Background: an optimization exercise with open tools, aiming at small area and few clock cycles. Do not read the settings as production practice. The RTL was checked by simulation tests, not by an equivalence proof against the original design. Power and IR drop assume default switching activity.

Setup of build 96:
==> flow/design.v (excerpt) <==
module Data_Road (
  input               clk,
  input               rst,
  output     [63:0]   pc,
  input      [31:0]   instruction,
  output     [63:0]   dmem_addr,
  output     [63:0]   dmem_wdata,
  output     [7:0]    dmem_wmask,
  output              dmem_we,
  input      [63:0]   dmem_rdata
);
  wire [31:0] i = instruction;
  wire op2 = i[2];
  wire op3 = i[3];
  wire op4 = i[4];
  wire op5 = i[5];
  wire op6 = i[6];
  wire [2:0] f3 = i[14:12];
  wire is_load   = ~op6 & ~op5 & ~op4;
  wire is_store  = ~op6 &  op5 & ~op4;
  wire is_branch =  op6 & ~op2;
  wire is_jal    =  op6 &  op3;
  wire is_jump   =  op6 &  op2;           
  wire not_jump  = ~is_jump;
  wire is_lui    = ~op6 &  op5 & op4 & op2;
  wire is_auipc  = ~op6 & ~op5 & op4 & op2;
  wire is_alu    = ~op6 &  op4 & ~op2;    
  wire is_word   = is_alu & op3;
  wire use_rs2   = is_branch | (is_alu & op5);
  wire use_imm   = ~use_rs2;
  wire reg_wen   = ~is_store & ~is_branch;
  wire sub       = is_branch | (is_alu & ((op5 & i[30] & (f3 == 3'b000)) | (f3[2:1] == 2'b01)));
  wire [4:0] rs1 = i[19:15];
  wire [4:0] rs2 = i[24:20];
  wire [4:0] rd  = i[11:7];
  reg  [63:2] pc_q;
  assign pc = {pc_q, 2'b00};
  wire [63:0] wd;
  wire [63:0] a;
  wire [63:0] r2;
  wire [31:1] wsel;
  wire [31:1] wseln;
  wire [31:0] s1;
  wire [31:1] s2;
  wire use_pc = is_auipc | is_jal;
  wire rs1_en = ~use_pc & ~is_lui;
  assign s1[0] = use_pc;
  genvar gi, gb;
  generate
    for (gi = 1; gi < 32; gi = gi + 1) begin : regs
      reg  [63:0] q;
      wire [63:0] d;
      assign wsel[gi]  = rst | (reg_wen & (rd == gi));
      assign wseln[gi] = ~wsel[gi];
      assign s1[gi] = rs1_en & (rs1 == gi);
      assign s2[gi] = rs2 == gi;
      for (gb = 0; gb < 64; gb = gb + 1) begin : b
        c_wmux u(.q(q[gb]), .wen(wseln[gi]), .wd(wd[gb]), .we(wsel[gi]), .y(d[gb]));
      end
      always @(posedge clk) q <= d;
    end
  ...
export LEC_CHECK = 0
export CAP_MARGIN = 20
export CORE_MARGIN = 2
export CORE_UTILIZATION = 40
export MAX_ROUTING_LAYER = met5
export PLACE_DENSITY = 0.5
export SLEW_MARGIN = 20
export SYNTH_HIERARCHICAL = 1
create_clock -name core_clock -period 18.0 [get_ports {clk}]
standard.sh (not shown) runs the stock make flow with config.mk's settings and CLKGATE_MAP_FILE= SYNTH_SCRIPT=/design/flow/synth_recipe.tcl, a recipe that flattens the netlist after the stock synthesis.
==> flow/flow/run.sh <==
#!/bin/bash
# Layout flow: the standard ORFS flow (standard.sh, step by step), with
#  - port buffers made of the smallest buffer cell (buf_1), which repair
#    resizes where timing needs it
#  - a clock tree of clkbuf_8 cells, clusters of at most 14 sinks within
#    60 um, and no dummy loads
# Each step's full output goes to its own log file in this folder.
set -euo pipefail
export BUFFER_PORTS_ARGS="-buffer_cell sky130_fd_sc_hd__buf_1"
export CTS_ARGS="-sink_clustering_enable -repair_clock_nets -dont_use_dummy_load -buf_list sky130_fd_sc_hd__clkbuf_8 -sink_clustering_size 14 -sink_clustering_max_diameter 60"
for step in synth floorplan place cts route finish; do
  bash standard.sh "$step" > "log_$step.txt" 2>&1
done
test -f out/final.def
Testbench counts of build 96, summed over its fixed seeds: cycles 87,125.
> inputs changed (build 96 -> build 71)
# build 96
export LEC_CHECK = 0
export CAP_MARGIN = 20
export CORE_MARGIN = 2
export CORE_UTILIZATION = 40
export MAX_ROUTING_LAYER = met5
export PLACE_DENSITY = 0.5
export SLEW_MARGIN = 20
export SYNTH_HIERARCHICAL = 1
create_clock -name core_clock -period 18.0 [get_ports {clk}]
# build 71
export LEC_CHECK = 0
export CAP_MARGIN = 20
export CORE_MARGIN = 2
export CORE_UTILIZATION = 50
export MAX_ROUTING_LAYER = met5
export PLACE_DENSITY = 0.6
export SLEW_MARGIN = 20
export SYNTH_HIERARCHICAL = 1
create_clock -name core_clock -period 18.0 [get_ports {clk}]
==> run summary <==
- Build 71 vs build 96: total chip power down in build 71
- Diff build 96 -> build 71: net switching power of the design now smaller; global routing usage summed across all routing layers now larger; initial standard-cell utilization of the core now larger.
- Build 96 ended up with instruction[22] as its beginning of the critical path; build 71 ended up with instruction[2].
- Build 71 falls short of build 96 in minimum clock period.
- Logic depth of the worst path, buffers included (build 71 over build 96): increase, 3

separate check: timing with driven ports:
No port has a modelled driver above. Below, the same layouts with a new extraction and two added sets of constraints. Step 1: set_driving_cell puts a clkbuf_16 on clk and a buf_2 on each other input, an assumption about the parent block. Step 2 adds t to the input delays and takes it off the output delays; t is the mean of the earliest and latest rising clock arrival at the registers after step 1. Input paths then give back, and output paths get back, about the clock's delay inside the block. Slacks: ideal ports / drivers / drivers and shift; pairs: ideal ports / drivers.
run | t, ns | setup slack, ns | clock arrival spread, ns | worst slew at a driven data input, ns | pins driven straight from the clock port
build 96 | 1.092 | 2.047 / 1.961 / 1.961 | 0.167 / 0.166 | 0.22 | 1
build 71 | 1.132 | 1.227 / 1.202 / 1.202 | 0.123 / 0.122 | 0.17 | 1
After both steps every run listed still meets setup and hold. For build 96, which loses most, drivers alone change the setup slack by -0.086 ns; drivers and shift together by -0.086 ns.
